Background: an optimization exercise with open tools, aiming at small area and few clock cycles per item. Do not read the settings as production practice. Only simulation tests tie the RTL to the original design; equivalence was not proved.

## MyDesign
module MyDesign (dut_run, dut_busy, reset_b, clk, dut_sram_write_address,
		 dut_sram_write_data, dut_sram_write_enable,
		 dut_sram_read_address,	sram_dut_read_data,
		 dut_wmem_read_address, wmem_dut_read_data);
input clk;
input signed [15:0] sram_dut_read_data, wmem_dut_read_data;
input dut_run, reset_b;
output signed [15:0] dut_sram_write_data;
output [11:0] dut_sram_write_address;
output dut_sram_write_enable;
output [11:0] dut_sram_read_address, dut_wmem_read_address;
output dut_busy;
localparam [2:0] IDLE = 3'd0, HDR = 3'd1, SZ = 3'd2, PR = 3'd3, RUN = 3'd4;
reg [2:0] st;
reg [11:0] xa, wa, xb, oa;
reg [6:0] col;           
reg [7:0] row;           
reg [4:0] s8;            
reg [1:0] ph;            
reg x4, x8, w4, w8;      
reg lc, l2, we, first_c, first_t;
reg [15:0] xo_r, wo_r;
reg [1:0] ph_c;
reg [21:0] acc;
wire [21:0] acc_next;
wire [15:0] X = sram_dut_read_data;
wire [15:0] Wd = wmem_dut_read_data;
wire ix4 = (st == PR) ? X[2] : x4;
wire ix8 = (st == PR) ? X[3] : x8;
wire iw4 = (st == PR) ? Wd[2] : w4;
wire iw8 = (st == PR) ? Wd[3] : w8;
wire ib8 = ix8 | iw8;
wire ib4 = ~ib8 & (ix4 | iw4);
wire ixn = ib8 ? ~ix8 : (ib4 & ~ix4);   
wire iwn = ib8 ? ~iw8 : (ib4 & ~iw4);
wire ir4 = ib8 & ((~ix4 & ~ix8) | (~iw4 & ~iw8));  
wire nlast = ~(ixn | iwn) | (ir4 ? (ph == 2'd3) : ph[0]);
wire [6:0] lh = ib8 ? 7'd1 : ib4 ? 7'd2 : 7'd4;    
wire row_end = (col == lh);
wire layer_end = row_end & (row == 8'd1);
wire stepping = (st == PR) | (st == RUN);
wire is_end = &X[7:0];
always @(posedge clk) begin
	if (!reset_b) begin
		st <= IDLE;
		xa <= 12'd0;
  ...
Settings: LEC_CHECK=0, CAP_MARGIN=20, CORE_MARGIN=2, CORE_UTILIZATION=40, SLEW_MARGIN=20; clock period 6.0 ns.
run.sh (not shown) runs the stock make flow with config.mk's settings and CLKGATE_MAP_FILE= SYNTH_SCRIPT=/design/flow/synth_recipe.tcl, a recipe that flattens the netlist after the stock synthesis.
Testbench counts at the start, summed over its fixed seeds: cycles 117,674, macs 306,944.
Rerun with:
- CORE_UTILIZATION: 40 -> 70
Maximum frequency is about the same.
Worst setup slack loses 0.010 ns.
Synthesized cell count is unchanged.
Critical path depth rises by 1.
Non-clock buffer count falls by 9.
Design area falls by about 1.9%.
Wire length falls by 2.3%.
Die area falls by about 40%.

## build 70
MyDesign, a different RTL version from the one above (not shown whole).
Size in the first run: ~1000 cells after synthesis, ~130 flip-flops, roughly 89 I/O pins, ~11000 um^2 of cells after synthesis.
Settings: LEC_CHECK=0, CAP_MARGIN=20, CORE_MARGIN=2, CORE_UTILIZATION=40, PLACE_DENSITY=0.75, SLEW_MARGIN=20, SYNTH_HIERARCHICAL=1, SYNTH_MINIMUM_KEEP_SIZE=0; clock period 6.0 ns.
standard.sh (not shown) runs the stock make flow with config.mk's settings and CLKGATE_MAP_FILE= SYNTH_SCRIPT=/design/flow/synth_recipe.tcl, a recipe that flattens the netlist after the stock synthesis.
==> flow/flow/run.sh <==
#!/bin/bash
# Layout flow: the standard flow (standard.sh, all ORFS steps) with these
# changes: synthesis maps adders with Yosys's own Brent-Kung carry logic
# instead of ORFS's Kogge-Stone map (SYNTH_OPERATIONS_ARGS set, so the
# -extra-map is not added); the port buffers that global placement puts on
# every input and output use the smallest buffer cell; clock tree synthesis
# uses clkbuf_8 buffers and adds no dummy loads.
set -o pipefail
export SYNTH_OPERATIONS_ARGS="-noshare"
export BUFFER_PORTS_ARGS="-buffer_cell sky130_fd_sc_hd__buf_1"
export CTS_ARGS="-sink_clustering_enable -repair_clock_nets -buf_list sky130_fd_sc_hd__clkbuf_8 -dont_use_dummy_load"
bash standard.sh > standard.log 2>&1
Build 70 finished all stages; the layout is clean.
Testbench counts of build 70, summed over its fixed seeds: cycles 117,674, macs 306,944.
Input changes introduced in build 43 (baseline for comparison: build 70):
# build 70
export LEC_CHECK = 0
export CAP_MARGIN = 20
export CORE_MARGIN = 2
export CORE_UTILIZATION = 40
export PLACE_DENSITY = 0.75
export SLEW_MARGIN = 20
export SYNTH_HIERARCHICAL = 1
export SYNTH_MINIMUM_KEEP_SIZE = 0
create_clock -name core_clock -period 6.0 [get_ports {clk}]
# build 43
export LEC_CHECK = 0
export CAP_MARGIN = 20
export CORE_MARGIN = 2
export CORE_UTILIZATION = 60
export SLEW_MARGIN = 20
export SYNTH_HIERARCHICAL = 1
export SYNTH_MINIMUM_KEEP_SIZE = 0
create_clock -name core_clock -period 6.0 [get_ports {clk}]
==> flow/flow/run.sh <==
#!/bin/bash
# Layout flow: the standard flow (standard.sh, all ORFS steps) with two
# changes: the port buffers that global placement puts on every input and
# output use the smallest buffer cell, and clock tree synthesis uses
# clkbuf_8 buffers and adds no dummy loads.
set -o pipefail
export BUFFER_PORTS_ARGS="-buffer_cell sky130_fd_sc_hd__buf_1"
export CTS_ARGS="-sink_clustering_enable -repair_clock_nets -buf_list sky130_fd_sc_hd__clkbuf_8 -dont_use_dummy_load"
bash standard.sh > standard.log 2>&1
Notes after the runs:
Build 70 ran to completion and came out clean on the timing, design-rule and antenna checks. Build 43 reached the end of the flow, and the finished layout is clean on the timing, design-rule and antenna checks. Re number of sequential cells: no difference whatsoever between build 43 and build 70. Wire length of the first global-routing pass: build 43 > build 70. Per-cell via count in the routed design is higher on build 43. On area fraction in compound gates after synthesis, the lower figure sits with build 70, not build 43. On part of the Yosys area used for sequential elements: build 43 sits below build 70.
Edits applied to the flow inputs when going from build 43 to build 16:
# build 43
export LEC_CHECK = 0
export CAP_MARGIN = 20
export CORE_MARGIN = 2
export CORE_UTILIZATION = 60
export SLEW_MARGIN = 20
export SYNTH_HIERARCHICAL = 1
export SYNTH_MINIMUM_KEEP_SIZE = 0
create_clock -name core_clock -period 6.0 [get_ports {clk}]
# build 16
export LEC_CHECK = 0
export CAP_MARGIN = 20
export CORE_MARGIN = 2
export CORE_UTILIZATION = 40
export GPL_ROUTABILITY_DRIVEN = 0
export SLEW_MARGIN = 20
export SYNTH_HIERARCHICAL = 1
export SYNTH_MINIMUM_KEEP_SIZE = 0
create_clock -name core_clock -period 6.0 [get_ports {clk}]
==> flow/flow/run.sh <==
#!/bin/bash
# Layout flow: the standard flow (standard.sh, all ORFS steps) with these
# changes: synthesis maps adders with Yosys's own Brent-Kung carry logic
# instead of ORFS's Kogge-Stone map (SYNTH_OPERATIONS_ARGS set, so the
# -extra-map is not added); the port buffers that global placement puts on
# every input and output use the smallest buffer cell; clock tree synthesis
# uses clkbuf_8 buffers and adds no dummy loads.
set -o pipefail
export SYNTH_OPERATIONS_ARGS="-noshare"
export BUFFER_PORTS_ARGS="-buffer_cell sky130_fd_sc_hd__buf_1"
export CTS_ARGS="-sink_clustering_enable -repair_clock_nets -buf_list sky130_fd_sc_hd__clkbuf_8 -dont_use_dummy_load"
bash standard.sh > standard.log 2>&1
Build 16 completed end to end with timing, DRC and antenna clean.
Build 16 -> build 43: minimum setup slack among reg-to-reg paths flat
Changes observed in build 16 relative to build 43: post-synthesis compound-gate area fraction went down, final-layout non-clock buffer area share did not really move, count of mapped cells out of synthesis went down.
Die area | build 16 > build 43
Compared with build 43, build 16 shows total wirelength of the detailed-routed design that has gone down slightly.
Compare build 16 and build 43 | utilization higher: build 43
Build 16 ended with less synthesized area than build 43.
### build 16 -> build 54
# build 16
export LEC_CHECK = 0
export CAP_MARGIN = 20
export CORE_MARGIN = 2
export CORE_UTILIZATION = 40
export GPL_ROUTABILITY_DRIVEN = 0
export SLEW_MARGIN = 20
export SYNTH_HIERARCHICAL = 1
export SYNTH_MINIMUM_KEEP_SIZE = 0
create_clock -name core_clock -period 6.0 [get_ports {clk}]
# build 54
export LEC_CHECK = 0
export CAP_MARGIN = 20
export CORE_MARGIN = 2
export CORE_UTILIZATION = 40
export SLEW_MARGIN = 20
export SYNTH_HIERARCHICAL = 1
export SYNTH_MINIMUM_KEEP_SIZE = 0
create_clock -name core_clock -period 6.0 [get_ports {clk}]
### Flow results
Diff build 54..build 16 | number of vias per cell after detailed routing | negligible
Total overflow reported by the global router: build 54 vs build 16 identical
Build 54 went all the way through synthesis, placement and routing and the layout is clean on timing, DRC and antenna.
Build 16 | stages: all done | timing, DRC, antenna: all pass
Routed wire length on met2 of build 16 is on par with build 54.

run A:
MyDesign, a different RTL version from the one above (not shown whole).
For scale: about 1200 cells after synthesis, roughly 140 flip-flops, ~0.011 mm^2 of cells after synthesis.
Design MyDesign, start of the top module:
module MyDesign (dut_run, dut_busy, reset_b, clk, dut_sram_write_address,
		 dut_sram_write_data, dut_sram_write_enable,
		 dut_sram_read_address,	sram_dut_read_data,
		 dut_wmem_read_address, wmem_dut_read_data);
input clk;
input signed [15:0] sram_dut_read_data, wmem_dut_read_data;
input dut_run, reset_b;
output signed [15:0] dut_sram_write_data;
output [11:0] dut_sram_write_address;
output dut_sram_write_enable;
output [11:0] dut_sram_read_address, dut_wmem_read_address;
output dut_busy;
localparam [2:0] IDLE = 3'd0, HDR = 3'd1, SZ = 3'd2, PR = 3'd3, RUN = 3'd4;
reg [2:0] st;
reg [11:0] xa, wa, xb, oa;
reg [6:0] col;           
reg [7:0] row;           
reg [4:0] s8;            
reg [1:0] ph;            
reg x4, x8, w4, w8;      
reg lc, l2, we, first_c, first_t;
reg [15:0] xo_r, wo_r;
reg [1:0] ph_c;
reg [21:0] acc;
wire [21:0] acc_next;
wire [15:0] X = sram_dut_read_data;
wire [15:0] Wd = wmem_dut_read_data;
wire ix4 = (st == PR) ? X[2] : x4;
wire ix8 = (st == PR) ? X[3] : x8;
wire iw4 = (st == PR) ? Wd[2] : w4;
wire iw8 = (st == PR) ? Wd[3] : w8;
wire ib8 = ix8 | iw8;
wire ib4 = ~ib8 & (ix4 | iw4);
wire ixn = ib8 ? ~ix8 : (ib4 & ~ix4);   
wire iwn = ib8 ? ~iw8 : (ib4 & ~iw4);
wire ir4 = ib8 & ((~ix4 & ~ix8) | (~iw4 & ~iw8));  
wire nlast = ~(ixn | iwn) | (ir4 ? (ph == 2'd3) : ph[0]);
wire [6:0] lh = ib8 ? 7'd1 : ib4 ? 7'd2 : 7'd4;    
wire row_end = (col == lh);
wire layer_end = row_end & (row == 8'd1);
wire stepping = (st == PR) | (st == RUN);
wire is_end = &X[7:0];
always @(posedge clk) begin
	if (!reset_b) begin
		st <= IDLE;
		xa <= 12'd0;
		wa <= 12'd0;
		lc <= 1'b0;
		l2 <= 1'b0;
		we <= 1'b0;
	end else begin
  ...
make LEC_CHECK=0 CAP_MARGIN=20 CORE_MARGIN=2 CORE_UTILIZATION=40 CTS_BUF_LIST=sky130_fd_sc_hd__clkbuf_8 SLEW_MARGIN=20 SYNTH_HIERARCHICAL=1 SYNTH_MINIMUM_KEEP_SIZE=0 finish   # period 6.0 ns
run.sh (not shown) runs the stock make flow with config.mk's settings and CLKGATE_MAP_FILE= SYNTH_SCRIPT=/design/flow/synth_recipe.tcl, a recipe that flattens the netlist after the stock synthesis.
Stock flow here: none of the scripts above is used.
Testbench counts of run A, summed over its fixed seeds: cycles 117,674, macs 306,944.
diff inputs: run A => run B
Settings: CTS_BUF_LIST removed (was sky130_fd_sc_hd__clkbuf_8).
==> flow/flow/run.sh (new file) <==
#!/bin/bash
# Layout flow: the standard flow (standard.sh, all ORFS steps) with two
# changes: the port buffers that global placement puts on every input and
# output use the smallest buffer cell, and clock tree synthesis uses
# clkbuf_8 buffers and adds no dummy loads.
set -o pipefail
export BUFFER_PORTS_ARGS="-buffer_cell sky130_fd_sc_hd__buf_1"
export CTS_ARGS="-sink_clustering_enable -repair_clock_nets -buf_list sky130_fd_sc_hd__clkbuf_8 -dont_use_dummy_load"
bash standard.sh > standard.log 2>&1
==> flow/standard.sh (new file) <==
#!/bin/bash
# synth_recipe.tcl (not shown) runs the flow's synth.tcl, then flattens the netlist and writes it again
# the make line also repeats each setting of config.mk as NAME=value (left out here)
make -C /OpenROAD-flow-scripts/flow DESIGN_CONFIG=/design/flow/config.mk WORK_HOME=/design/flow/orfs CLKGATE_MAP_FILE= SYNTH_SCRIPT=/design/flow/synth_recipe.tcl "${@:-finish}"
removed: flow/run.sh
Findings:
Run B has completed all stages; timing, DRC and antenna checks passed. Relative to run A, post-route clock period utilization has decreased by 0.38 points in run B. The final layout net count of run A and that of run B are within noise of each other. Going from run A to run B, count of TritonRoute iterations in the first routing pass shrinks by 1.
diff inputs: run B => run C
Settings: GPL_TIMING_DRIVEN newly set to 0.
Notes after the runs:
- Sort run B and run C by critical path depth asc -> top: run B
- Comparing run C with run B, the antenna diode instance count came out essentially unchanged.
- Wire: run C routes more than run B
- Run B has higher critical-path maximum fanout than run C.
- Of the two values seen for origin of the worst setup path, x8 was produced by run B and w8 by run C.
- Total number of vias for run C: about 2.5% up relative to run B
- Against run B, run C reports a met3 usage in global routing that is higher.
- Cell area | run C vs run B | run C larger

## run 1
MyDesign again, from the RTL that the note above started with.
// MyDesign
module MyDesign (dut_run, dut_busy, reset_b, clk, dut_sram_write_address,
		 dut_sram_write_data, dut_sram_write_enable,
		 dut_sram_read_address,	sram_dut_read_data,
		 dut_wmem_read_address, wmem_dut_read_data);
input clk;
input signed [15:0] sram_dut_read_data, wmem_dut_read_data;
input dut_run, reset_b;
output signed [15:0] dut_sram_write_data;
output [11:0] dut_sram_write_address;
output dut_sram_write_enable;
output [11:0] dut_sram_read_address, dut_wmem_read_address;
output dut_busy;
localparam [2:0] IDLE = 3'd0, HDR = 3'd1, SZ = 3'd2, PR = 3'd3, RUN = 3'd4;
reg [2:0] st;
reg [11:0] xa, wa, xb, oa;
reg [6:0] col;           
reg [7:0] row;           
reg [4:0] s8;            
reg [1:0] ph;            
reg x4, x8, w4, w8;      
reg lc, l2, we, first_c, first_t;
reg [15:0] xo_r, wo_r;
reg [1:0] ph_c;
reg [21:0] acc;
wire [21:0] acc_next;
wire [15:0] X = sram_dut_read_data;
wire [15:0] Wd = wmem_dut_read_data;
wire ix4 = (st == PR) ? X[2] : x4;
  ...
make LEC_CHECK=0 CAP_MARGIN=20 CORE_MARGIN=2 CORE_UTILIZATION=40 SLEW_MARGIN=20 SYNTH_HIERARCHICAL=1 SYNTH_MINIMUM_KEEP_SIZE=0 finish   # period 6.0 ns
Stock flow here: none of the scripts above is used.
Having completed the whole flow, run 1 delivered a layout that passed the timing, design-rule and antenna checks.
Testbench counts of run 1, summed over its fixed seeds: cycles 117,674, macs 306,944.
The following lists how run 2 was set up differently from run 1:
==> flow/flow/run.sh (new file) <==
#!/bin/bash
# Layout flow: the standard flow (standard.sh, all ORFS steps) with two
# changes: the port buffers that global placement puts on every input and
# output use the smallest buffer cell, and clock tree synthesis uses
# clkbuf_8 buffers and adds no dummy loads.
set -o pipefail
export BUFFER_PORTS_ARGS="-buffer_cell sky130_fd_sc_hd__buf_1"
export CTS_ARGS="-sink_clustering_enable -repair_clock_nets -buf_list sky130_fd_sc_hd__clkbuf_8 -dont_use_dummy_load"
bash standard.sh > standard.log 2>&1
==> flow/standard.sh (new file) <==
#!/bin/bash
# synth_recipe.tcl (not shown) runs the flow's synth.tcl, then flattens the netlist and writes it again
# the make line also repeats each setting of config.mk as NAME=value (left out here)
make -C /OpenROAD-flow-scripts/flow DESIGN_CONFIG=/design/flow/config.mk WORK_HOME=/design/flow/orfs CLKGATE_MAP_FILE= SYNTH_SCRIPT=/design/flow/synth_recipe.tcl "${@:-finish}"
diff --git a/flow/config.mk b/flow/config.mk
--- a/flow/config.mk
+++ b/flow/config.mk
@@ -8 +8 @@
-export CAP_MARGIN = 20
+export CAP_MARGIN = 0
@@ -11 +11 @@
-export SLEW_MARGIN = 20
+export SLEW_MARGIN = 0
removed: flow/run.sh
Results
- Run 2 vs. run 1: routed wire length per instance about even; global-route total usage across every layer about even.
- The flop-to-flop setup slack reported for run 2 is greater than that of run 1 by 0.02 ns.
The inputs of run 3 differ from those of run 2 as listed below.
diff --git a/flow/flow/run.sh b/flow/flow/run.sh
--- a/flow/flow/run.sh
+++ b/flow/flow/run.sh
@@ -2 +2 @@
-# Layout flow: the standard flow (standard.sh, all ORFS steps) with two
+# Layout flow: the standard flow (standard.sh, all ORFS steps) with these
@@ -4 +4,2 @@
-# output use the smallest buffer cell, and clock tree synthesis uses
+# output use the smallest buffer cell; timing-driven global placement does
+# not keep the buffers its trial repair inserts; clock tree synthesis uses
@@ -7,0 +9 @@
+export GPL_KEEP_OVERFLOW=0
diff --git a/flow/config.mk b/flow/config.mk
--- a/flow/config.mk
+++ b/flow/config.mk
@@ -8 +8 @@
-export CAP_MARGIN = 0
+export CAP_MARGIN = 20
@@ -11 +11 @@
-export SLEW_MARGIN = 0
+export SLEW_MARGIN = 20
[summary]
Run 2 → run 3: wire length of the first global-routing pass dropped 0.80%, fraction of final layout cells sized beyond drive strength 1 increased 1.3 points.
Setup changes, run 3 to run 4
==> flow/flow/run.sh <==
#!/bin/bash
# Layout flow: the standard flow (standard.sh, all ORFS steps), with the
# port buffers that global placement inserts on every input and output made
# from the smallest buffer cell instead of the default choice.
set -o pipefail
cp standard.sh standard.sh.txt
export BUFFER_PORTS_ARGS="-buffer_cell sky130_fd_sc_hd__buf_1"
bash standard.sh > standard.log 2>&1
## What came out
- Run 4 completed end to end with timing, DRC and antenna clean.
- | share of the final layout cell area in sequential cells | higher: run 3 |
- When the final numbers for run 4 and run 3 were put side by side, the number of clock buffers in the layout turned out to be greater in run 4.
- Relative to run 3, sum of net half-perimeters after detailed placement increased by about 2.3% in run 4.
- Against run 3, run 4 comes in about 1.7% higher on design area.
- Between run 4 and run 3, the sum of met3 wire segment lengths after detailed routing is lower for run 4.
- Sort run 4 and run 3 by worst hold slack across all endpoints desc -> top: run 3

-- static timing again, ports no longer ideal --
How much do the figures lean on ideal ports? The routed layouts below were timed once more, with nothing changed but the port constraints. Step 1 (the two cells are an assumption about what drives the block):
set clk [get_ports {clk}]
set_driving_cell -lib_cell sky130_fd_sc_hd__clkbuf_16 $clk
set_driving_cell -lib_cell sky130_fd_sc_hd__buf_2 [delete_from_list [all_inputs] $clk]
Step 2 times the ports against the registers' clock, not the clock port: input delays grow and output delays shrink by t, the midpoint of the rising clock arrivals with the driver on. Three values: ideal ports, drivers, drivers and shift; two values: the first two.
| run | t (ns) | setup slack, ns | hold WS [ns] | latest minus earliest clock arrival (ns) | pins driven straight from the clock port |
|---|---|---|---|---|---|
| the first run of note 1 | 0.478 | 0.183 / 0.183 / 0.183 | 0.331 / 0.331 / 0.331 | 0.024 / 0.024 | 1 |
| the second run of note 1 | 0.478 | 0.173 / 0.173 / 0.173 | 0.375 / 0.375 / 0.375 | 0.012 / 0.011 | 1 |
| build 70 | 0.479 | 0.241 / 0.241 / 0.241 | 0.441 / 0.441 / 0.441 | 0.050 / 0.050 | 1 |
| build 43 | 0.486 | 0.292 / 0.292 / 0.292 | 0.436 / 0.436 / 0.436 | 0.035 / 0.035 | 1 |
| build 16 | 0.494 | 0.283 / 0.283 / 0.283 | 0.445 / 0.445 / 0.445 | 0.057 / 0.056 | 1 |
| build 54 | 0.494 | 0.283 / 0.283 / 0.283 | 0.445 / 0.445 / 0.445 | 0.057 / 0.056 | 1 |
| run A | 0.490 | 0.293 / 0.293 / 0.293 | 0.331 / 0.331 / 0.331 | 0.027 / 0.026 | 1 |
| run B | 0.474 | 0.316 / 0.316 / 0.316 | 0.373 / 0.373 / 0.373 | 0.041 / 0.041 | 1 |
| run C | 0.473 | 0.184 / 0.184 / 0.184 | 0.371 / 0.371 / 0.371 | 0.057 / 0.057 | 1 |
| run 1 | 0.462 | 0.294 / 0.294 / 0.294 | 0.328 / 0.328 / 0.328 | 0.021 / 0.020 | 1 |
| run 2 | 0.474 | 0.316 / 0.316 / 0.316 | 0.373 / 0.373 / 0.373 | 0.041 / 0.041 | 1 |
| run 3 | 0.476 | 0.296 / 0.296 / 0.296 | 0.377 / 0.377 / 0.377 | 0.047 / 0.047 | 1 |
| run 4 | 0.468 | 0.428 / 0.428 / 0.428 | 0.370 / 0.370 / 0.370 | 0.014 / 0.015 | 1 |
After both steps every run listed still meets setup and hold.
